This design comes from an exercise in tuning for small area and a short achievable clock period on the open sky130 flow, not from production work. No functional check of the RTL was part of any run shown here. Power is estimated from default activity; no workload was simulated.

File: config.mk
export PLATFORM = sky130hd
export DESIGN_NAME = alu_top
export DESIGN_NICKNAME = alu_top
export VERILOG_FILES = /design/flow/design.v
export SDC_FILE = /design/flow/constraint.sdc
export NUM_CORES = 4
export LEC_CHECK = 0
export ABC_AREA = 1
export CAP_MARGIN = 20
export CORE_MARGIN = 2
export CORE_UTILIZATION = 55
export SLEW_MARGIN = 20
File: constraint.sdc
create_clock -name core_clock -period 27.0 [get_ports {clk}]
set_input_delay 5.4000 -clock core_clock [delete_from_list [all_inputs] [get_ports {clk}]]
set_output_delay 5.4000 -clock core_clock [all_outputs]
set_load 0.01 [all_outputs]
File: design.v
module alu_ops (
    input [16-1:0] A, B,
    input [3:0] sel,
    output reg [16-1:0] Y,
    output C
);
  wire [16:0] sc, dc; wire [16:0] sum; wire [15:0] dif;
  wire [15:0] bg = A & B, bp = A ^ B;
  assign sc[0] = 1'b0; assign dc[0] = 1'b1;
  genvar k;
  generate for (k = 0; k < 16; k = k + 1) begin : rip
    assign sum[k] = bp[k] ^ sc[k];
    assign sc[k+1] = bg[k] | (sc[k] & bp[k]);
    assign dif[k] = ~bp[k] ^ dc[k];
    assign dc[k+1] = (A[k] & ~B[k]) | (dc[k] & ~bp[k]);
  end endgenerate
  assign sum[16] = sc[16];
  assign C = sum[16];
  wire s_add = (sel == 4'b0000) | (sel[3:1] == 3'b111);
  wire s_sub = sel == 4'b0001;
  wire s_shl = sel == 4'b0100;
  wire s_shr = sel == 4'b0101;
  wire s_rl = sel == 4'b0110;
  wire s_rr = sel == 4'b0111;
  wire s_lg = sel[3] & ~(sel[2] & sel[1]);
  wire l_g = s_lg & ((sel[2:0] == 3'b000) | (sel[2:0] == 3'b001) | (sel[2:0] == 3'b011) | (sel[2:0] == 3'b100));
  wire l_p = s_lg & ((sel[2:0] == 3'b001) | (sel[2:0] == 3'b010) | (sel[2:0] == 3'b011) | (sel[2:0] == 3'b101));
  wire l_n = s_lg & ((sel[2:0] == 3'b011) | (sel[2:0] == 3'b100) | (sel[2:0] == 3'b101));
  wire [15:0] lo = {16{l_n}} ^ (({16{l_g}} & bg) | ({16{l_p}} & bp));
  wire [15:0] sh = ({16{s_shl}} & {A[14:0], 1'b0}) | ({16{s_shr}} & {1'b0, A[15:1]})
                 | ({16{s_rl}} & {8'b0, A[6:0], A[7]}) | ({16{s_rr}} & {8'b0, A[0], A[7:1]});
  always @* Y = ({16{s_add}} & sum[15:0]) | ({16{s_sub}} & dif) | sh | lo;
endmodule
module alu_top (
    input clk,
    input [16-1:0] a,
    input [16-1:0] b,
    input [3:0] sel,
    output reg [16-1:0] y,
    output reg carry
);
  wire div0 = sel == 4'b0011;
  wire mul0 = sel == 4'b0010;
  wire [0:0] x15 = (div0 & a[15]);
  wire e15 = ~div0 & a[15];
  wire [0:0] y15 = (b[0:0] & {1{e15}}) | (~b[0:0] & {1{div0}});
  wire [0:0] p15 = x15 ^ y15;
  wire [1:0] c15;
  wire G15_0 = p15[0] ? div0 : y15[0];
  assign c15[0] = div0;
  assign c15[1] = G15_0;
  wire [1:0] s15 = {c15[1], p15 ^ c15[0:0]};
  wire q15 = ~|b[15:1] & s15[1];
  wire [0:0] o15 = (q15 | mul0) ? s15[0:0] : x15;
  wire [1:0] x14 = {o15, (div0 & a[14])};
  wire e14 = ~div0 & a[14];
  wire [1:0] y14 = (b[1:0] & {2{e14}}) | (~b[1:0] & {2{div0}});
  wire [1:0] p14 = x14 ^ y14;
  wire [2:0] c14;
  wire G14_0 = p14[0] ? div0 : y14[0];
  wire G14_1 = p14[1] ? G14_0 : y14[1];
  assign c14[0] = div0;
  assign c14[1] = G14_0;
  assign c14[2] = G14_1;
  wire [2:0] s14 = {c14[2], p14 ^ c14[1:0]};
  wire q14 = ~|b[15:2] & s14[2];
  wire [1:0] o14 = (q14 | mul0) ? s14[1:0] : x14;
  wire [2:0] x13 = {o14, (div0 & a[13])};
  wire e13 = ~div0 & a[13];
  wire [2:0] y13 = (b[2:0] & {3{e13}}) | (~b[2:0] & {3{div0}});
  wire [2:0] p13 = x13 ^ y13;
  wire [3:0] c13;
  wire G13_0 = p13[0] ? div0 : y13[0];
  wire G13_1 = p13[2] ? y13[1] : y13[2];
  wire P13_1 = p13[2] & p13[1];
  wire G13_2 = P13_1 ? G13_0 : G13_1;
  wire G13_3 = p13[1] ? G13_0 : y13[1];
  assign c13[0] = div0;
  assign c13[1] = G13_0;
  assign c13[2] = G13_3;
  assign c13[3] = G13_2;
  wire [3:0] s13 = {c13[3], p13 ^ c13[2:0]};
  wire q13 = ~|b[15:3] & s13[3];
  wire [2:0] o13 = (q13 | mul0) ? s13[2:0] : x13;
  wire [3:0] x12 = {o13, (div0 & a[12])};
  wire e12 = ~div0 & a[12];
  wire [3:0] y12 = (b[3:0] & {4{e12}}) | (~b[3:0] & {4{div0}});
  wire [3:0] p12 = x12 ^ y12;
  wire [4:0] c12;
  wire G12_0 = p12[0] ? div0 : y12[0];
  wire G12_1 = p12[2] ? y12[1] : y12[2];
  wire P12_1 = p12[2] & p12[1];
  wire G12_2 = P12_1 ? G12_0 : G12_1;
  wire G12_3 = p12[1] ? G12_0 : y12[1];
  wire G12_4 = p12[3] ? G12_2 : y12[3];
  assign c12[0] = div0;
  assign c12[1] = G12_0;
  assign c12[2] = G12_3;
  assign c12[3] = G12_2;
  assign c12[4] = G12_4;
  wire [4:0] s12 = {c12[4], p12 ^ c12[3:0]};
  wire q12 = ~|b[15:4] & s12[4];
  wire [3:0] o12 = (q12 | mul0) ? s12[3:0] : x12;
  reg [15:0] s1_a, s1_b;
  reg [3:0] s1_sel;
  reg [3:0] s1_o, s1_q;
  always @(posedge clk) begin
    s1_a <= a;
    s1_b <= b;
    s1_sel <= sel;
    s1_o <= o12;
    s1_q <= {q15, q14, q13, q12};
  end
  wire div1 = s1_sel == 4'b0011;
  wire mul1 = s1_sel == 4'b0010;
  wire [4:0] x11 = {s1_o, (div1 & s1_a[11])};
  wire e11 = ~div1 & s1_a[11];
  wire [4:0] y11 = (s1_b[4:0] & {5{e11}}) | (~s1_b[4:0] & {5{div1}});
  wire [4:0] p11 = x11 ^ y11;
  wire [5:0] c11;
  wire G11_0 = p11[0] ? div1 : y11[0];
  wire G11_1 = p11[2] ? y11[1] : y11[2];
  wire P11_1 = p11[2] & p11[1];
  wire G11_2 = p11[4] ? y11[3] : y11[4];
  wire P11_2 = p11[4] & p11[3];
  wire G11_3 = P11_1 ? G11_0 : G11_1;
  wire G11_4 = P11_2 ? G11_3 : G11_2;
  wire G11_5 = p11[1] ? G11_0 : y11[1];
  wire G11_6 = p11[3] ? G11_3 : y11[3];
  assign c11[0] = div1;
  assign c11[1] = G11_0;
  assign c11[2] = G11_5;
  assign c11[3] = G11_3;
  assign c11[4] = G11_6;
  assign c11[5] = G11_4;
  wire [5:0] s11 = {c11[5], p11 ^ c11[4:0]};
  wire q11 = ~|s1_b[15:5] & s11[5];
  wire [4:0] o11 = (q11 | mul1) ? s11[4:0] : x11;
  wire [5:0] x10 = {o11, (div1 & s1_a[10])};
  wire e10 = ~div1 & s1_a[10];
  wire [5:0] y10 = (s1_b[5:0] & {6{e10}}) | (~s1_b[5:0] & {6{div1}});
  wire [5:0] p10 = x10 ^ y10;
  wire [6:0] c10;
  wire G10_0 = p10[0] ? div1 : y10[0];
  wire G10_1 = p10[2] ? y10[1] : y10[2];
  wire P10_1 = p10[2] & p10[1];
  wire G10_2 = p10[4] ? y10[3] : y10[4];
  wire P10_2 = p10[4] & p10[3];
  wire G10_3 = P10_1 ? G10_0 : G10_1;
  wire G10_4 = P10_2 ? G10_3 : G10_2;
  wire G10_5 = p10[1] ? G10_0 : y10[1];
  wire G10_6 = p10[3] ? G10_3 : y10[3];
  wire G10_7 = p10[5] ? G10_4 : y10[5];
  assign c10[0] = div1;
  assign c10[1] = G10_0;
  assign c10[2] = G10_5;
  assign c10[3] = G10_3;
  assign c10[4] = G10_6;
  assign c10[5] = G10_4;
  assign c10[6] = G10_7;
  wire [6:0] s10 = {c10[6], p10 ^ c10[5:0]};
  wire q10 = ~|s1_b[15:6] & s10[6];
  wire [5:0] o10 = (q10 | mul1) ? s10[5:0] : x10;
  wire [6:0] x9 = {o10, (div1 & s1_a[9])};
  wire e9 = ~div1 & s1_a[9];
  wire [6:0] y9 = (s1_b[6:0] & {7{e9}}) | (~s1_b[6:0] & {7{div1}});
  wire [6:0] p9 = x9 ^ y9;
  wire [7:0] c9;
  wire G9_0 = p9[0] ? div1 : y9[0];
  wire G9_1 = p9[2] ? y9[1] : y9[2];
  wire P9_1 = p9[2] & p9[1];
  wire G9_2 = p9[4] ? y9[3] : y9[4];
  wire P9_2 = p9[4] & p9[3];
  wire G9_3 = p9[6] ? y9[5] : y9[6];
  wire P9_3 = p9[6] & p9[5];
  wire G9_4 = P9_1 ? G9_0 : G9_1;
  wire G9_5 = P9_3 ? G9_2 : G9_3;
  wire P9_5 = P9_3 & P9_2;
  wire G9_6 = P9_5 ? G9_4 : G9_5;
  wire G9_7 = P9_2 ? G9_4 : G9_2;
  wire G9_8 = p9[1] ? G9_0 : y9[1];
  wire G9_9 = p9[3] ? G9_4 : y9[3];
  wire G9_10 = p9[5] ? G9_7 : y9[5];
  assign c9[0] = div1;
  assign c9[1] = G9_0;
  assign c9[2] = G9_8;
  assign c9[3] = G9_4;
  assign c9[4] = G9_9;
  assign c9[5] = G9_7;
  assign c9[6] = G9_10;
  assign c9[7] = G9_6;
  wire [7:0] s9 = {c9[7], p9 ^ c9[6:0]};
  wire q9 = ~|s1_b[15:7] & s9[7];
  wire [6:0] o9 = (q9 | mul1) ? s9[6:0] : x9;
  wire [7:0] x8 = {o9, (div1 & s1_a[8])};
  wire e8 = ~div1 & s1_a[8];
  wire [7:0] y8 = (s1_b[7:0] & {8{e8}}) | (~s1_b[7:0] & {8{div1}});
  wire [7:0] p8 = x8 ^ y8;
  wire [8:0] c8;
  wire G8_0 = p8[0] ? div1 : y8[0];
  wire G8_1 = p8[2] ? y8[1] : y8[2];
  wire P8_1 = p8[2] & p8[1];
  wire G8_2 = p8[4] ? y8[3] : y8[4];
  wire P8_2 = p8[4] & p8[3];
  wire G8_3 = p8[6] ? y8[5] : y8[6];
  wire P8_3 = p8[6] & p8[5];
  wire G8_4 = P8_1 ? G8_0 : G8_1;
  wire G8_5 = P8_3 ? G8_2 : G8_3;
  wire P8_5 = P8_3 & P8_2;
  wire G8_6 = P8_5 ? G8_4 : G8_5;
  wire G8_7 = P8_2 ? G8_4 : G8_2;
  wire G8_8 = p8[1] ? G8_0 : y8[1];
  wire G8_9 = p8[3] ? G8_4 : y8[3];
  wire G8_10 = p8[5] ? G8_7 : y8[5];
  wire G8_11 = p8[7] ? G8_6 : y8[7];
  assign c8[0] = div1;
  assign c8[1] = G8_0;
  assign c8[2] = G8_8;
  assign c8[3] = G8_4;
  assign c8[4] = G8_9;
  assign c8[5] = G8_7;
  assign c8[6] = G8_10;
  assign c8[7] = G8_6;
  assign c8[8] = G8_11;
  wire [8:0] s8 = {c8[8], p8 ^ c8[7:0]};
  wire q8 = ~|s1_b[15:8] & s8[8];
  wire [7:0] o8 = (q8 | mul1) ? s8[7:0] : x8;
  wire [8:0] x7 = {o8, (div1 & s1_a[7])};
  wire e7 = ~div1 & s1_a[7];
  wire [8:0] y7 = (s1_b[8:0] & {9{e7}}) | (~s1_b[8:0] & {9{div1}});
  wire [8:0] p7 = x7 ^ y7;
  wire [9:0] c7;
  wire G7_0 = p7[0] ? div1 : y7[0];
  wire G7_1 = p7[2] ? y7[1] : y7[2];
  wire P7_1 = p7[2] & p7[1];
  wire G7_2 = p7[4] ? y7[3] : y7[4];
  wire P7_2 = p7[4] & p7[3];
  wire G7_3 = p7[6] ? y7[5] : y7[6];
  wire P7_3 = p7[6] & p7[5];
  wire G7_4 = p7[8] ? y7[7] : y7[8];
  wire P7_4 = p7[8] & p7[7];
  wire G7_5 = P7_1 ? G7_0 : G7_1;
  wire G7_6 = P7_3 ? G7_2 : G7_3;
  wire P7_6 = P7_3 & P7_2;
  wire G7_7 = P7_6 ? G7_5 : G7_6;
  wire G7_8 = P7_2 ? G7_5 : G7_2;
  wire G7_9 = P7_4 ? G7_7 : G7_4;
  wire G7_10 = p7[1] ? G7_0 : y7[1];
  wire G7_11 = p7[3] ? G7_5 : y7[3];
  wire G7_12 = p7[5] ? G7_8 : y7[5];
  wire G7_13 = p7[7] ? G7_7 : y7[7];
  assign c7[0] = div1;
  assign c7[1] = G7_0;
  assign c7[2] = G7_10;
  assign c7[3] = G7_5;
  assign c7[4] = G7_11;
  assign c7[5] = G7_8;
  assign c7[6] = G7_12;
  assign c7[7] = G7_7;
  assign c7[8] = G7_13;
  assign c7[9] = G7_9;
  wire [9:0] s7 = {c7[9], p7 ^ c7[8:0]};
  wire q7 = ~|s1_b[15:9] & s7[9];
  wire [8:0] o7 = (q7 | mul1) ? s7[8:0] : x7;
  wire [9:0] x6 = {o7, (div1 & s1_a[6])};
  wire e6 = ~div1 & s1_a[6];
  wire [9:0] y6 = (s1_b[9:0] & {10{e6}}) | (~s1_b[9:0] & {10{div1}});
  wire [9:0] p6 = x6 ^ y6;
  wire [10:0] c6;
  wire G6_0 = p6[0] ? div1 : y6[0];
  wire G6_1 = p6[2] ? y6[1] : y6[2];
  wire P6_1 = p6[2] & p6[1];
  wire G6_2 = p6[4] ? y6[3] : y6[4];
  wire P6_2 = p6[4] & p6[3];
  wire G6_3 = p6[6] ? y6[5] : y6[6];
  wire P6_3 = p6[6] & p6[5];
  wire G6_4 = p6[8] ? y6[7] : y6[8];
  wire P6_4 = p6[8] & p6[7];
  wire G6_5 = P6_1 ? G6_0 : G6_1;
  wire G6_6 = P6_3 ? G6_2 : G6_3;
  wire P6_6 = P6_3 & P6_2;
  wire G6_7 = P6_6 ? G6_5 : G6_6;
  wire G6_8 = P6_2 ? G6_5 : G6_2;
  wire G6_9 = P6_4 ? G6_7 : G6_4;
  wire G6_10 = p6[1] ? G6_0 : y6[1];
  wire G6_11 = p6[3] ? G6_5 : y6[3];
  wire G6_12 = p6[5] ? G6_8 : y6[5];
  wire G6_13 = p6[7] ? G6_7 : y6[7];
  wire G6_14 = p6[9] ? G6_9 : y6[9];
  assign c6[0] = div1;
  assign c6[1] = G6_0;
  assign c6[2] = G6_10;
  assign c6[3] = G6_5;
  assign c6[4] = G6_11;
  assign c6[5] = G6_8;
  assign c6[6] = G6_12;
  assign c6[7] = G6_7;
  assign c6[8] = G6_13;
  assign c6[9] = G6_9;
  assign c6[10] = G6_14;
  wire [10:0] s6 = {c6[10], p6 ^ c6[9:0]};
  wire q6 = ~|s1_b[15:10] & s6[10];
  wire [9:0] o6 = (q6 | mul1) ? s6[9:0] : x6;
  wire [10:0] x5 = {o6, (div1 & s1_a[5])};
  wire e5 = ~div1 & s1_a[5];
  wire [10:0] y5 = (s1_b[10:0] & {11{e5}}) | (~s1_b[10:0] & {11{div1}});
  wire [10:0] p5 = x5 ^ y5;
  wire [11:0] c5;
  wire G5_0 = p5[0] ? div1 : y5[0];
  wire G5_1 = p5[2] ? y5[1] : y5[2];
  wire P5_1 = p5[2] & p5[1];
  wire G5_2 = p5[4] ? y5[3] : y5[4];
  wire P5_2 = p5[4] & p5[3];
  wire G5_3 = p5[6] ? y5[5] : y5[6];
  wire P5_3 = p5[6] & p5[5];
  wire G5_4 = p5[8] ? y5[7] : y5[8];
  wire P5_4 = p5[8] & p5[7];
  wire G5_5 = p5[10] ? y5[9] : y5[10];
  wire P5_5 = p5[10] & p5[9];
  wire G5_6 = P5_1 ? G5_0 : G5_1;
  wire G5_7 = P5_3 ? G5_2 : G5_3;
  wire P5_7 = P5_3 & P5_2;
  wire G5_8 = P5_5 ? G5_4 : G5_5;
  wire P5_8 = P5_5 & P5_4;
  wire G5_9 = P5_7 ? G5_6 : G5_7;
  wire G5_10 = P5_8 ? G5_9 : G5_8;
  wire G5_11 = P5_2 ? G5_6 : G5_2;
  wire G5_12 = P5_4 ? G5_9 : G5_4;
  wire G5_13 = p5[1] ? G5_0 : y5[1];
  wire G5_14 = p5[3] ? G5_6 : y5[3];
  wire G5_15 = p5[5] ? G5_11 : y5[5];
  wire G5_16 = p5[7] ? G5_9 : y5[7];
  wire G5_17 = p5[9] ? G5_12 : y5[9];
  assign c5[0] = div1;
  assign c5[1] = G5_0;
  assign c5[2] = G5_13;
  assign c5[3] = G5_6;
  assign c5[4] = G5_14;
  assign c5[5] = G5_11;
  assign c5[6] = G5_15;
  assign c5[7] = G5_9;
  assign c5[8] = G5_16;
  assign c5[9] = G5_12;
  assign c5[10] = G5_17;
  assign c5[11] = G5_10;
  wire [11:0] s5 = {c5[11], p5 ^ c5[10:0]};
  wire q5 = ~|s1_b[15:11] & s5[11];
  wire [10:0] o5 = (q5 | mul1) ? s5[10:0] : x5;
  wire [11:0] x4 = {o5, (div1 & s1_a[4])};
  wire e4 = ~div1 & s1_a[4];
  wire [11:0] y4 = (s1_b[11:0] & {12{e4}}) | (~s1_b[11:0] & {12{div1}});
  wire [11:0] p4 = x4 ^ y4;
  wire [12:0] c4;
  wire G4_0 = p4[0] ? div1 : y4[0];
  wire G4_1 = p4[2] ? y4[1] : y4[2];
  wire P4_1 = p4[2] & p4[1];
  wire G4_2 = p4[4] ? y4[3] : y4[4];
  wire P4_2 = p4[4] & p4[3];
  wire G4_3 = p4[6] ? y4[5] : y4[6];
  wire P4_3 = p4[6] & p4[5];
  wire G4_4 = p4[8] ? y4[7] : y4[8];
  wire P4_4 = p4[8] & p4[7];
  wire G4_5 = p4[10] ? y4[9] : y4[10];
  wire P4_5 = p4[10] & p4[9];
  wire G4_6 = P4_1 ? G4_0 : G4_1;
  wire G4_7 = P4_3 ? G4_2 : G4_3;
  wire P4_7 = P4_3 & P4_2;
  wire G4_8 = P4_5 ? G4_4 : G4_5;
  wire P4_8 = P4_5 & P4_4;
  wire G4_9 = P4_7 ? G4_6 : G4_7;
  wire G4_10 = P4_8 ? G4_9 : G4_8;
  wire G4_11 = P4_2 ? G4_6 : G4_2;
  wire G4_12 = P4_4 ? G4_9 : G4_4;
  wire G4_13 = p4[1] ? G4_0 : y4[1];
  wire G4_14 = p4[3] ? G4_6 : y4[3];
  wire G4_15 = p4[5] ? G4_11 : y4[5];
  wire G4_16 = p4[7] ? G4_9 : y4[7];
  wire G4_17 = p4[9] ? G4_12 : y4[9];
  wire G4_18 = p4[11] ? G4_10 : y4[11];
  assign c4[0] = div1;
  assign c4[1] = G4_0;
  assign c4[2] = G4_13;
  assign c4[3] = G4_6;
  assign c4[4] = G4_14;
  assign c4[5] = G4_11;
  assign c4[6] = G4_15;
  assign c4[7] = G4_9;
  assign c4[8] = G4_16;
  assign c4[9] = G4_12;
  assign c4[10] = G4_17;
  assign c4[11] = G4_10;
  assign c4[12] = G4_18;
  wire [12:0] s4 = {c4[12], p4 ^ c4[11:0]};
  wire q4 = ~|s1_b[15:12] & s4[12];
  wire [11:0] o4 = (q4 | mul1) ? s4[11:0] : x4;
  wire [12:0] x3 = {o4, (div1 & s1_a[3])};
  wire e3 = ~div1 & s1_a[3];
  wire [12:0] y3 = (s1_b[12:0] & {13{e3}}) | (~s1_b[12:0] & {13{div1}});
  wire [12:0] p3 = x3 ^ y3;
  wire [13:0] c3;
  wire G3_0 = p3[0] ? div1 : y3[0];
  wire G3_1 = p3[2] ? y3[1] : y3[2];
  wire P3_1 = p3[2] & p3[1];
  wire G3_2 = p3[4] ? y3[3] : y3[4];
  wire P3_2 = p3[4] & p3[3];
  wire G3_3 = p3[6] ? y3[5] : y3[6];
  wire P3_3 = p3[6] & p3[5];
  wire G3_4 = p3[8] ? y3[7] : y3[8];
  wire P3_4 = p3[8] & p3[7];
  wire G3_5 = p3[10] ? y3[9] : y3[10];
  wire P3_5 = p3[10] & p3[9];
  wire G3_6 = p3[12] ? y3[11] : y3[12];
  wire P3_6 = p3[12] & p3[11];
  wire G3_7 = P3_1 ? G3_0 : G3_1;
  wire G3_8 = P3_3 ? G3_2 : G3_3;
  wire P3_8 = P3_3 & P3_2;
  wire G3_9 = P3_5 ? G3_4 : G3_5;
  wire P3_9 = P3_5 & P3_4;
  wire G3_10 = P3_8 ? G3_7 : G3_8;
  wire G3_11 = P3_9 ? G3_10 : G3_9;
  wire G3_12 = P3_2 ? G3_7 : G3_2;
  wire G3_13 = P3_4 ? G3_10 : G3_4;
  wire G3_14 = P3_6 ? G3_11 : G3_6;
  wire G3_15 = p3[1] ? G3_0 : y3[1];
  wire G3_16 = p3[3] ? G3_7 : y3[3];
  wire G3_17 = p3[5] ? G3_12 : y3[5];
  wire G3_18 = p3[7] ? G3_10 : y3[7];
  wire G3_19 = p3[9] ? G3_13 : y3[9];
  wire G3_20 = p3[11] ? G3_11 : y3[11];
  assign c3[0] = div1;
  assign c3[1] = G3_0;
  assign c3[2] = G3_15;
  assign c3[3] = G3_7;
  assign c3[4] = G3_16;
  assign c3[5] = G3_12;
  assign c3[6] = G3_17;
  assign c3[7] = G3_10;
  assign c3[8] = G3_18;
  assign c3[9] = G3_13;
  assign c3[10] = G3_19;
  assign c3[11] = G3_11;
  assign c3[12] = G3_20;
  assign c3[13] = G3_14;
  wire [13:0] s3 = {c3[13], p3 ^ c3[12:0]};
  wire q3 = ~|s1_b[15:13] & s3[13];
  wire [12:0] o3 = (q3 | mul1) ? s3[12:0] : x3;
  wire [13:0] x2 = {o3, (div1 & s1_a[2])};
  wire e2 = ~div1 & s1_a[2];
  wire [13:0] y2 = (s1_b[13:0] & {14{e2}}) | (~s1_b[13:0] & {14{div1}});
  wire [13:0] p2 = x2 ^ y2;
  wire [14:0] c2;
  wire G2_0 = p2[0] ? div1 : y2[0];
  wire G2_1 = p2[2] ? y2[1] : y2[2];
  wire P2_1 = p2[2] & p2[1];
  wire G2_2 = p2[4] ? y2[3] : y2[4];
  wire P2_2 = p2[4] & p2[3];
  wire G2_3 = p2[6] ? y2[5] : y2[6];
  wire P2_3 = p2[6] & p2[5];
  wire G2_4 = p2[8] ? y2[7] : y2[8];
  wire P2_4 = p2[8] & p2[7];
  wire G2_5 = p2[10] ? y2[9] : y2[10];
  wire P2_5 = p2[10] & p2[9];
  wire G2_6 = p2[12] ? y2[11] : y2[12];
  wire P2_6 = p2[12] & p2[11];
  wire G2_7 = P2_1 ? G2_0 : G2_1;
  wire G2_8 = P2_3 ? G2_2 : G2_3;
  wire P2_8 = P2_3 & P2_2;
  wire G2_9 = P2_5 ? G2_4 : G2_5;
  wire P2_9 = P2_5 & P2_4;
  wire G2_10 = P2_8 ? G2_7 : G2_8;
  wire G2_11 = P2_9 ? G2_10 : G2_9;
  wire G2_12 = P2_2 ? G2_7 : G2_2;
  wire G2_13 = P2_4 ? G2_10 : G2_4;
  wire G2_14 = P2_6 ? G2_11 : G2_6;
  wire G2_15 = p2[1] ? G2_0 : y2[1];
  wire G2_16 = p2[3] ? G2_7 : y2[3];
  wire G2_17 = p2[5] ? G2_12 : y2[5];
  wire G2_18 = p2[7] ? G2_10 : y2[7];
  wire G2_19 = p2[9] ? G2_13 : y2[9];
  wire G2_20 = p2[11] ? G2_11 : y2[11];
  wire G2_21 = p2[13] ? G2_14 : y2[13];
  assign c2[0] = div1;
  assign c2[1] = G2_0;
  assign c2[2] = G2_15;
  assign c2[3] = G2_7;
  assign c2[4] = G2_16;
  assign c2[5] = G2_12;
  assign c2[6] = G2_17;
  assign c2[7] = G2_10;
  assign c2[8] = G2_18;
  assign c2[9] = G2_13;
  assign c2[10] = G2_19;
  assign c2[11] = G2_11;
  assign c2[12] = G2_20;
  assign c2[13] = G2_14;
  assign c2[14] = G2_21;
  wire [14:0] s2 = {c2[14], p2 ^ c2[13:0]};
  wire q2 = ~|s1_b[15:14] & s2[14];
  wire [13:0] o2 = (q2 | mul1) ? s2[13:0] : x2;
  wire [15:2] qm = {s1_q, q11, q10, q9, q8, q7, q6, q5, q4, q3, q2};
  wire [15:0] res;
  wire co;
  alu_ops u_ops (.A(s1_a), .B(s1_b), .sel(s1_sel), .Y(res), .C(co));
  reg [15:0] s2_m;         
  reg [13:0] s2_o;
  reg [15:0] s2_a, s2_b;
  reg s2_div, s2_mul;
  always @(posedge clk) begin
    s2_m <= div1 ? {qm, res[1:0]} : res;
    s2_o <= o2;
    s2_a <= s1_a;
    s2_b <= s1_b;
    s2_div <= div1;
    s2_mul <= mul1;
    carry <= co;
  end
  wire [14:0] x1 = {s2_o, (s2_div & s2_a[1])};
  wire e1 = ~s2_div & s2_a[1];
  wire [14:0] y1 = (s2_b[14:0] & {15{e1}}) | (~s2_b[14:0] & {15{s2_div}});
  wire [14:0] p1 = x1 ^ y1;
  wire [15:0] c1;
  wire G1_0 = p1[0] ? s2_div : y1[0];
  wire G1_1 = p1[2] ? y1[1] : y1[2];
  wire P1_1 = p1[2] & p1[1];
  wire G1_2 = p1[4] ? y1[3] : y1[4];
  wire P1_2 = p1[4] & p1[3];
  wire G1_3 = p1[6] ? y1[5] : y1[6];
  wire P1_3 = p1[6] & p1[5];
  wire G1_4 = p1[8] ? y1[7] : y1[8];
  wire P1_4 = p1[8] & p1[7];
  wire G1_5 = p1[10] ? y1[9] : y1[10];
  wire P1_5 = p1[10] & p1[9];
  wire G1_6 = p1[12] ? y1[11] : y1[12];
  wire P1_6 = p1[12] & p1[11];
  wire G1_7 = p1[14] ? y1[13] : y1[14];
  wire P1_7 = p1[14] & p1[13];
  wire G1_8 = P1_1 ? G1_0 : G1_1;
  wire G1_9 = P1_3 ? G1_2 : G1_3;
  wire P1_9 = P1_3 & P1_2;
  wire G1_10 = P1_5 ? G1_4 : G1_5;
  wire P1_10 = P1_5 & P1_4;
  wire G1_11 = P1_7 ? G1_6 : G1_7;
  wire P1_11 = P1_7 & P1_6;
  wire G1_12 = P1_9 ? G1_8 : G1_9;
  wire G1_13 = P1_11 ? G1_10 : G1_11;
  wire P1_13 = P1_11 & P1_10;
  wire G1_14 = P1_13 ? G1_12 : G1_13;
  wire G1_15 = P1_10 ? G1_12 : G1_10;
  wire G1_16 = P1_2 ? G1_8 : G1_2;
  wire G1_17 = P1_4 ? G1_12 : G1_4;
  wire G1_18 = P1_6 ? G1_15 : G1_6;
  wire G1_19 = p1[1] ? G1_0 : y1[1];
  wire G1_20 = p1[3] ? G1_8 : y1[3];
  wire G1_21 = p1[5] ? G1_16 : y1[5];
  wire G1_22 = p1[7] ? G1_12 : y1[7];
  wire G1_23 = p1[9] ? G1_17 : y1[9];
  wire G1_24 = p1[11] ? G1_15 : y1[11];
  wire G1_25 = p1[13] ? G1_18 : y1[13];
  assign c1[0] = s2_div;
  assign c1[1] = G1_0;
  assign c1[2] = G1_19;
  assign c1[3] = G1_8;
  assign c1[4] = G1_20;
  assign c1[5] = G1_16;
  assign c1[6] = G1_21;
  assign c1[7] = G1_12;
  assign c1[8] = G1_22;
  assign c1[9] = G1_17;
  assign c1[10] = G1_23;
  assign c1[11] = G1_15;
  assign c1[12] = G1_24;
  assign c1[13] = G1_18;
  assign c1[14] = G1_25;
  assign c1[15] = G1_14;
  wire [15:0] s1 = {c1[15], p1 ^ c1[14:0]};
  wire q1 = ~|s2_b[15:15] & s1[15];
  wire [14:0] o1 = (q1 | s2_mul) ? s1[14:0] : x1;
  wire [15:0] x0 = {o1, (s2_div & s2_a[0])};
  wire e0 = ~s2_div & s2_a[0];
  wire [15:0] y0 = (s2_b[15:0] & {16{e0}}) | (~s2_b[15:0] & {16{s2_div}});
  wire [15:0] p0 = x0 ^ y0;
  wire [16:0] c0;
  wire G0_0 = p0[0] ? s2_div : y0[0];
  wire G0_1 = p0[2] ? y0[1] : y0[2];
  wire P0_1 = p0[2] & p0[1];
  wire G0_2 = p0[4] ? y0[3] : y0[4];
  wire P0_2 = p0[4] & p0[3];
  wire G0_3 = p0[6] ? y0[5] : y0[6];
  wire P0_3 = p0[6] & p0[5];
  wire G0_4 = p0[8] ? y0[7] : y0[8];
  wire P0_4 = p0[8] & p0[7];
  wire G0_5 = p0[10] ? y0[9] : y0[10];
  wire P0_5 = p0[10] & p0[9];
  wire G0_6 = p0[12] ? y0[11] : y0[12];
  wire P0_6 = p0[12] & p0[11];
  wire G0_7 = p0[14] ? y0[13] : y0[14];
  wire P0_7 = p0[14] & p0[13];
  wire G0_8 = P0_1 ? G0_0 : G0_1;
  wire G0_9 = P0_3 ? G0_2 : G0_3;
  wire P0_9 = P0_3 & P0_2;
  wire G0_10 = P0_5 ? G0_4 : G0_5;
  wire P0_10 = P0_5 & P0_4;
  wire G0_11 = P0_7 ? G0_6 : G0_7;
  wire P0_11 = P0_7 & P0_6;
  wire G0_12 = P0_9 ? G0_8 : G0_9;
  wire G0_13 = P0_11 ? G0_10 : G0_11;
  wire P0_13 = P0_11 & P0_10;
  wire G0_14 = P0_13 ? G0_12 : G0_13;
  wire G0_15 = P0_10 ? G0_12 : G0_10;
  wire G0_16 = P0_2 ? G0_8 : G0_2;
  wire G0_17 = P0_4 ? G0_12 : G0_4;
  wire G0_18 = P0_6 ? G0_15 : G0_6;
  wire G0_19 = p0[1] ? G0_0 : y0[1];
  wire G0_20 = p0[3] ? G0_8 : y0[3];
  wire G0_21 = p0[5] ? G0_16 : y0[5];
  wire G0_22 = p0[7] ? G0_12 : y0[7];
  wire G0_23 = p0[9] ? G0_17 : y0[9];
  wire G0_24 = p0[11] ? G0_15 : y0[11];
  wire G0_25 = p0[13] ? G0_18 : y0[13];
  wire G0_26 = p0[15] ? G0_14 : y0[15];
  assign c0[0] = s2_div;
  assign c0[1] = G0_0;
  assign c0[2] = G0_19;
  assign c0[3] = G0_8;
  assign c0[4] = G0_20;
  assign c0[5] = G0_16;
  assign c0[6] = G0_21;
  assign c0[7] = G0_12;
  assign c0[8] = G0_22;
  assign c0[9] = G0_17;
  assign c0[10] = G0_23;
  assign c0[11] = G0_15;
  assign c0[12] = G0_24;
  assign c0[13] = G0_18;
  assign c0[14] = G0_25;
  assign c0[15] = G0_14;
  assign c0[16] = G0_26;
  wire [16:0] s0 = {c0[16], p0 ^ c0[15:0]};
  wire q0 = s0[16];
  wire [1:0] ql = {q1, q0};
  always @* y = s2_mul ? s0[15:0] : {s2_m[15:2], s2_div ? ql : s2_m[1:0]};
endmodule
File: flow/run.sh
#!/bin/bash
# Standard ORFS layout (standard.sh: unchanged synthesis, steps and SDC) with
# a larger setup slack margin for the repair steps.  At the design's 27 ns
# period every path already has slack, so without a margin the repair steps
# do nothing; with MARGIN ns they shorten every path longer than 27 - MARGIN.
set -euo pipefail
MARGIN=15.5
bash standard.sh SETUP_SLACK_MARGIN=$MARGIN  finish > standard.log 2>&1
File: standard.sh
#!/bin/bash
# synth_recipe.tcl (not shown) runs the flow's synth.tcl, then flattens the netlist and writes it again
# the make line also repeats each setting of config.mk as NAME=value (left out here)
make -C /OpenROAD-flow-scripts/flow DESIGN_CONFIG=/design/flow/config.mk WORK_HOME=/design/flow/orfs CLKGATE_MAP_FILE= SYNTH_SCRIPT=/design/flow/synth_recipe.tcl "${@:-finish}"
==> out/results.txt, run 1 <==
row count -> 55
Tcrit/Tclk final -> 46.15%
Root Driver -> clkbuf_16
syn_area_per_cell -> 5.795 sq um
Worst setup SP type -> flip-flop
sequential fraction of the synthesis area -> 14.84%
Cell variety after synth -> 60
Synth-to-Final Area Change -> 43.44%
Pre-antenna DRT Iters -> 8
Power Density -> 52.35 mW/mm^2
Yosys top cell area share -> 20.54%
CTS sink cnt -> 95
Top FF cell, synth -> dfxtp_1
DRC -> 0
vias -> 17020
Crit-path slowest cell -> a21oi_1
Slew @ Worst Pin -> 1.170 ns
Fin Clk Skew -> 0.008069 ns
post-route ant nets -> 0
flip-flop and latch count after synthesis -> 95
CP Launch Point -> s1_b[4]$_DFF_P_
Synth Warn # -> 2
antenna violations before repair -> 4
initial drt markers -> 1989
Total Nets Final -> 2623
hold violation total from the final report -> 0
IO Port Bufs -> 53
commonest cells in the netlist -> 701 x nand2_1, 288 x inv_1, 194 x nand3_1
CP dominant cell by count -> nand2_2
clock latency on the worst-skew pair -> 0.36 ns
maxcap violations -> 0
most common cell in the netlist -> nand2_1
worst path bufs/invs -> 10
CTS tree -> yes
final wirelength -> 54.87 mm
hold crit path type -> reg -> reg
status -> complete, no violations
Net Count, Synth -> 2308
CP max stage delay -> 0.46 ns
CP Class -> reg -> reg
average wire per standard cell -> 19.29 microns
clk slew on worst S/H paths -> 0.07 ns
Die ar. -> 0.02453 sq mm
first-pass GRT wire length -> 73.01 mm
crit path max fanout -> 13
max_slew headroom -> 21.74%
Critical Path RT -> 27.28 ns
unrepaired setup endpoints after global routing -> true
Synth area leader -> nand2_1
top post-synthesis cells by area -> nand2_1 21%, dfxtp_1 15%, inv_1 8.4%
Final min period -> 12.46 ns
Initial Util -> 56.25%
worst vdd ir -> 50.39 uV
setup_tns -> 0 ns
delay-heaviest family, CP -> simple AND/OR/NAND/NOR gates
die width -> 156.6 microns
total CTS buffers -> 9
grt total ovfl -> 0
R2R Path Start -> s1_b[4]$_DFF_P_
Fill cells -> 1515
vias per cell -> 5.983
antenna cell count -> 0
Ports -> 54
Async SR Flop Fraction -> 0%
vias in the first global route -> 14600
GRT Total Usage -> 37.40%
final core occ -> 80.68%
largest net degree at the start of global routing -> 50
Final setup violation count -> 0
Mapped Area -> 0.01281 sq mm
Post-Place Setup Slack -> 13.41 ns
CTS Buffer Depth -> 2
Post-Syn Instances -> 2211
CP arrival -> 12.74 ns
share of layout cells above drive strength 1 -> 34.57%
CP endpoint kind -> flip-flop
Final WS setup -> 14.54 ns
P_leak -> 9.187 nW
EDFF count, synth -> 0
Post-DP HPWL -> 30.98 mm
fmax -> 0.08026 GHz
hold_sp -> s1_a[0]$_DFF_P_
routability-driven placement congestion ratio -> 0.9352
htree depth -> 3
fin. max-slew vios -> 0
core area -> 0.02278 sq mm
Die Y -> 156.6 microns
-- timing repair --
action,4_1_cts,5_1_grt
pin swaps,100,199
endpoints found under the setup margin,32,32
hold buffers,0,0
resized for setup,238,425
setup buffers,194,72
cloned,17,7
-- final timing paths --
kind                      endpoint  slack [ns]  depth (start not counted)
hold reg to reg    s2_a[0]$_DFF_P_        0.44                          0
setup / recovery  s2_o[11]$_DFF_P_       14.54                        106
hold / removal     s2_a[0]$_DFF_P_        0.44                          0
setup reg to reg  s2_o[11]$_DFF_P_       14.54                        106
-- layer usage --
metal | vias to the layer above | track usage, % | share of wire, %
met5 | - | 0 | 0.053
met4 | 4 | 17.82 | 6.9
met3 | 389 | 5.843 | 11
met2 | 1109 | 63.71 | 45
met1 | 7803 | 46.20 | 37
li1 | 7711 | - | -
-- cell families after synthesis --
family | synth area share [%]
simple gates | 42.88
mux | 0.07813
compound gates | 15.36
buf+inv | 12.41
flops | 14.84
xor+xnor | 6.631
fa+ha+maj | 7.793
-- through the flow --
step                      hold WS, ns  std cells  area, sq um  total power, mW
after floorplan                0.3550       2211        12830           0.4520
after global placement         0.4213       2538        13500           0.5365
after detailed placement       0.4257       2538        13500           0.5402
after CTS                      0.4409       2765        16290           0.7904
after global routing           0.4437       2844        18380            1.009
final                          0.4389       2844        18380           0.9621
-- area by class of cell --
| type | instances | area, sq um | area share, % |
|---|---|---|---|
| clock buffers | 10 | 239.0 | 1.300 |
| clock inverters | 6 | 90.09 | 0.4902 |
| inverters | 321 | 1242 | 6.761 |
| multi-input cells | 1759 | 11520 | 62.66 |
| flip-flops and latches | 95 | 1922 | 10.46 |
| well taps | 313 | 391.6 | 2.131 |
| repair buffers | 340 | 2977 | 16.20 |
-- worst register-to-register path: cells and delay by family (launching register included) --
family,cells,cell delay (ns)
flops,1,0.32
compound gates,4,0.87
buf+inv,10,1.71
simple gates,92,9.48
-- flip-flops by register name, indices dropped and copies added (netlist names) --
name	flops
s1_q	4
s2_o	14
s2_m	16
s2_mul	1
s1_a	16
s1_o	4
s2_a	2
s1_sel	4
s2_div	1
s1_b	16
s2_b	16
carry	1
-- cell usage in the layout, fill, tap and decap left out, types with 11 or more instances in the layout --
| master | n |
|---|---|
| nand2_1 | 496 |
| inv_1 | 260 |
| buf_4 | 233 |
| nand2_2 | 209 |
| nor2_1 | 148 |
| nand3_1 | 133 |
| a21oi_1 | 131 |
| dfxtp_1 | 85 |
| xor2_1 | 61 |
| nand3_2 | 57 |
| nand2_4 | 54 |
| inv_2 | 46 |
| o21ai_0 | 46 |
| buf_6 | 42 |
| nand3b_1 | 41 |
| clkdlybuf4s50_1 | 40 |
| ha_1 | 31 |
| xnor2_1 | 29 |
| fa_1 | 29 |
| nand2_8 | 27 |
| o22ai_1 | 24 |
| nor2_2 | 23 |
| o21ai_2 | 18 |
| or2_2 | 16 |
| nor2_4 | 14 |
| o21ai_4 | 11 |
| a31oi_1 | 11 |
-- report_power, final --
| group | total, mW | leakage [nW] | switching [mW] | internal (mW) |
|---|---|---|---|---|
| sequential | 0.176 | 0.798 | 0.0198 | 0.156 |
| clock | 0.141 | 0.159 | 0.0573 | 0.0842 |
| combinational | 0.645 | 8.23 | 0.372 | 0.273 |
==> run 2: changes to the inputs <==
--- a/design.v
+++ b/design.v
@@ -84,8 +84,20 @@
   wire [2:0] o13 = (q13 | mul0) ? s13[2:0] : x13;
-  wire [3:0] x12 = {o13, (div0 & a[12])};
-  wire e12 = ~div0 & a[12];
-  wire [3:0] y12 = (b[3:0] & {4{e12}}) | (~b[3:0] & {4{div0}});
+  reg [15:0] s1_a, s1_b;
+  reg [3:0] s1_sel;
+  reg [2:0] s1_o, s1_q;
+  always @(posedge clk) begin
+    s1_a <= a;
+    s1_b <= b;
+    s1_sel <= sel;
+    s1_o <= o13;
+    s1_q <= {q15, q14, q13};
+  end
+  wire div1 = s1_sel == 4'b0011;
+  wire mul1 = s1_sel == 4'b0010;
+  wire [3:0] x12 = {s1_o, (div1 & s1_a[12])};
+  wire e12 = ~div1 & s1_a[12];
+  wire [3:0] y12 = (s1_b[3:0] & {4{e12}}) | (~s1_b[3:0] & {4{div1}});
   wire [3:0] p12 = x12 ^ y12;
   wire [4:0] c12;
-  wire G12_0 = p12[0] ? div0 : y12[0];
+  wire G12_0 = p12[0] ? div1 : y12[0];
   wire G12_1 = p12[2] ? y12[1] : y12[2];
@@ -95,3 +107,3 @@
   wire G12_4 = p12[3] ? G12_2 : y12[3];
-  assign c12[0] = div0;
+  assign c12[0] = div1;
   assign c12[1] = G12_0;
@@ -101,17 +113,5 @@
   wire [4:0] s12 = {c12[4], p12 ^ c12[3:0]};
-  wire q12 = ~|b[15:4] & s12[4];
-  wire [3:0] o12 = (q12 | mul0) ? s12[3:0] : x12;
-  reg [15:0] s1_a, s1_b;
-  reg [3:0] s1_sel;
-  reg [3:0] s1_o, s1_q;
-  always @(posedge clk) begin
-    s1_a <= a;
-    s1_b <= b;
-    s1_sel <= sel;
-    s1_o <= o12;
-    s1_q <= {q15, q14, q13, q12};
-  end
-  wire div1 = s1_sel == 4'b0011;
-  wire mul1 = s1_sel == 4'b0010;
-  wire [4:0] x11 = {s1_o, (div1 & s1_a[11])};
+  wire q12 = ~|s1_b[15:4] & s12[4];
+  wire [3:0] o12 = (q12 | mul1) ? s12[3:0] : x12;
+  wire [4:0] x11 = {o12, (div1 & s1_a[11])};
   wire e11 = ~div1 & s1_a[11];
@@ -499,3 +499,3 @@
   wire [13:0] o2 = (q2 | mul1) ? s2[13:0] : x2;
-  wire [15:2] qm = {s1_q, q11, q10, q9, q8, q7, q6, q5, q4, q3, q2};
+  wire [15:2] qm = {s1_q, q12, q11, q10, q9, q8, q7, q6, q5, q4, q3, q2};
   wire [15:0] res;
==> run 2 against run 1 <==
Compared with the run above:
- still clean on timing, DRC and antenna
- highest routed layer is now met4
- total power is 3.3% lower
- largest power group unchanged
- hold slack worse by 0.0094 ns
- sequential power is 3% lower
- setup slack worse by 0.68 ns
- fmax is 5.2% lower
- combinational power is 3% lower
==> out/results.txt, run 2 <==
status -> complete, no violations
most common cell in the netlist -> nand2_1
final wirelength -> 53.92 mm (-1.7%)
design area -> 0.01899 sq mm (+3.3%)
Pint -> 0.4964 mW (-3.2%)
Crit-path slowest cell -> clkinv_1
top post-synthesis cells by area -> nand2_1 18%, dfxtp_1 14%, inv_1 7.8%
total CTS buffers -> 9 (unchanged)
DP Cell Count -> 2527 (-0.43%)
Initial Util -> 56.35% (+0.10 points)
sequential share of power -> 18.2% (about the same)
Die ar. -> 0.02538 sq mm (+3.5%)
routability-driven placement congestion ratio -> 0.9311 (-0.44%)
Synth Warn # -> 2 (unchanged)
Synth area leader -> nand2_1
CP Class -> reg -> reg
Die Y -> 159.3 microns (+1.7%)
Fin Clk Skew -> 0.006830 ns (-0.001240 ns)
commonest cells in the netlist -> 624 x nand2_1, 277 x inv_1, 199 x nand3_1
CTS tree -> yes
core area -> 0.02354 sq mm (+3.4%)
Post-Place Setup Slack -> 12.51 ns (-0.9050 ns)
initial drt markers -> 1769 (-11%)
max_slew headroom -> 41.16% (+19 points)
die width -> 159.3 microns (+1.7%)
EDFF count, synth -> 0 (unchanged)
worst vdd ir -> 36.25 uV (-28%)
CP Launch Point -> s1_sel[2]$_DFF_P_
vias per cell -> 5.859 (-2.1%)
syn_area_per_cell -> 6.036 sq um (+4.2%)
Fill cells -> 1595 (+5.3%)
Pre-antenna DRT Iters -> 7 (-1)
maxcap violations -> 0 (unchanged)
CTS sink cnt -> 93 (-2.1%)
Ports -> 54 (unchanged)
Mapped Area -> 0.01327 sq mm (+3.5%)
most common cell after layout, fill and taps aside -> nand2_1
sequential fraction of the synthesis area -> 14.03% (-0.81 points)
antenna cell count -> 0 (unchanged)
row count -> 56 (+1.8%)
Root Driver -> clkbuf_16
setup_tns -> 0 ns (unchanged)
Tcrit/Tclk final -> 48.67% (+2.5 points)
CTS Buffer Depth -> 2 (unchanged)
CP dominant cell by count -> nand2_2
R2R Path Start -> s1_sel[2]$_DFF_P_
Final WS setup -> 13.86 ns (-0.6809 ns)
Final min period -> 13.14 ns (+0.6809 ns)
hold violation total from the final report -> 0 (unchanged)
first-pass GRT wire length -> 76.77 mm (+5.2%)
Sw Share -> 46.64% (-0.056 points)
P_leak -> 9.359 nW (+1.9%)
Post-DP Area -> 0.01381 sq mm (+2.3%)
CP endpoint kind -> flip-flop
vias in the first global route -> 14930 (+2.2%)
CP arrival -> 13.38 ns (+0.64 ns)
clock latency on the worst-skew pair -> 0.36 ns (about the same)
GRT Total Usage -> 37.35% (-0.057 points)
commonest non-fill, non-tap cells in the layout -> 428 x nand2_1, 246 x inv_1, 243 x buf_4, 230 x nand2_2, 139 x nand3_1
Worst setup SP type -> flip-flop
clk slew on worst S/H paths -> 0.07 ns (about the same)
IO Port Bufs -> 53 (unchanged)
fin. max-slew vios -> 0 (unchanged)
hold_sp -> s1_b[13]$_DFF_P_
clock share of power -> 14.4% (-0.3 points)
post-route ant nets -> 0 (unchanged)
reg-to-reg slack, setup -> 13.86 ns (-0.68 ns)
flip-flop and latch count after synthesis -> 93 (-2.1%)
average wire per standard cell -> 18.96 microns (-1.7%)
vias -> 16660 (-2.1%)
largest net degree at the start of global routing -> 91 (+82%)
Power Density -> 48.98 mW/mm^2 (-6.4%)
grt total ovfl -> 0 (unchanged)
fmax -> 0.07610 GHz (-5.2%)
Slew @ Worst Pin -> 0.8794 ns (-0.2903 ns)
Post-Syn Instances -> 2198 (-0.59%)
Post-DP HPWL -> 31.48 mm (+1.6%)
share of layout cells above drive strength 1 -> 37.62% (+3.1 points)
hold crit path type -> reg -> reg
Top FF cell, synth -> dfxtp_1
Finished Layout Cells -> 2844 (unchanged)
Async SR Flop Fraction -> 0% (unchanged)
combinational fraction of design power -> 67.3% (+0.3 points)
Critical Path RT -> 27.24 ns (-0.04 ns)
crit path max fanout -> 10 (-3)
Net Sw Power -> 0.4338 mW (-3.4%)
cts hold-fix bufs -> 0 (unchanged)
antenna violations before repair -> 0 (-4)
Yosys top cell area share -> 17.66% (-2.9 points)
CP max stage delay -> 0.43 ns (-0.03 ns)
DRC -> 0 (unchanged)
Net Count, Synth -> 2295 (-0.56%)
Final setup violation count -> 0 (unchanged)
unrepaired setup endpoints after global routing -> true
Cell variety after synth -> 71 (+18%)
htree depth -> 3 (unchanged)
final core occ -> 80.67% (about the same)
Total Nets Final -> 2617 (-0.23%)
Synth-to-Final Area Change -> 43.16%
## run 2: power groups by stage
stage	Sequential, mW	Combinational (mW)	Clock [mW]
6_report	0.170	0.626	0.134
5_1_grt	0.170	0.671	0.139
4_1_cts	0.169	0.508	0.134
3_5_place_dp	0.172	0.375	0
3_3_place_gp	0.172	0.372	0
2_1_floorplan	0.164	0.294	0
## run 2: cell type report
type	count	area, sq um	area share, %
clock buffers	9	225.2	1.186
repair inverters	2	20.02	0.1054
repair buffers	345	2930	15.43
clock inverters	7	92.59	0.4875
multi-input cells	1761	12210	64.31
well taps	319	399.1	2.102
flip-flops and latches	93	1896	9.981
inverters	308	1215	6.397
## run 2: layer usage
| metal | up-vias | GRT usage, % | part of all wire [%] | wire length [microns] |
|---|---|---|---|---|
| li1 | 7720 | - | - | - |
| met5 | - | 0 | 0 | 0 |
| met1 | 7645 | 47.64 | 38 | 20470 |
| met4 | 0 | 16.16 | 6.2 | 3362 |
| met3 | 282 | 5.783 | 9.7 | 5220 |
| met2 | 1016 | 62.69 | 46 | 24860 |
## run 2: what timing repair did
action | 4_1_cts | 5_1_grt
setup buffers | 210 | 65
cloned | 24 | 1
pin swaps | 157 | 177
resized for setup | 381 | 292
setup endpoints to repair | 33 | 27
## run 2: through the flow
| stage | hold WS, ns | power (mW) |
|---|---|---|
| global placement | 0.4452 | 0.5438 |
| CTS | 0.4348 | 0.8105 |
| finish | 0.4295 | 0.9302 |
| floorplan | 0.3637 | 0.4574 |
| detailed placement | 0.4434 | 0.5463 |
| global route | 0.4425 | 0.9803 |
## run 2: final timing paths
check                                        end  depth (start not counted)
worst max-delay path             s2_o[2]$_DFF_P_                        112
worst min register to register  s2_b[13]$_DFF_P_                          0
worst min-delay path            s2_b[13]$_DFF_P_                          0
worst max register to register   s2_o[2]$_DFF_P_                        112
## run 2: cell families (layout without fill, tap and decap cells)
group                    after synthesis  after routing  share of synthesized area [%]
multiplexers                           2              2                         0.1509
AO/OA/AOI/OAI                        333            333                          14.97
adder cells (fa/ha/maj)               61             61                          7.375
XOR/XNOR                              97             97                          6.404
buffers and inverters                365            671                          12.51
AND/OR/NAND/NOR                     1247           1268                          44.56
flip-flops                            93             93                          14.03
## run 2: worst max-delay path: cells and delay by family (launching register included)
family | cells | cell delay, ns
compound gates | 7 | 1.28
buf+inv | 20 | 2.45
simple gates | 83 | 8.54
flops | 1 | 0.36
xor+xnor | 2 | 0.33

-- re-timing with driven ports --
The results above use ideal ports. As a check the final layouts listed here were re-extracted and re-timed, cells and wires unchanged. Step 1 assumes that a clkbuf_16 drives the clock port and a buf_2 every other input. Step 2 adds t to the input delays and takes it off the output delays; t is the mean of the earliest and latest rising clock arrival at the registers after step 1. Input paths then give back, and output paths get back, about the clock's delay inside the block. Three values: ideal, step 1, step 2; two values: the first two.
run | t, ns | setup WS [ns] | latest minus earliest clock arrival (ns) | worst data-port slew with drivers (ns)
run 1 | 0.401 | 14.541 / 14.515 / 14.541 | 0.009 / 0.009 | 0.04
run 2 | 0.400 | 13.860 / 13.860 / 13.860 | 0.007 / 0.007 | 0.05
After both steps setup and hold are still met in every run listed.
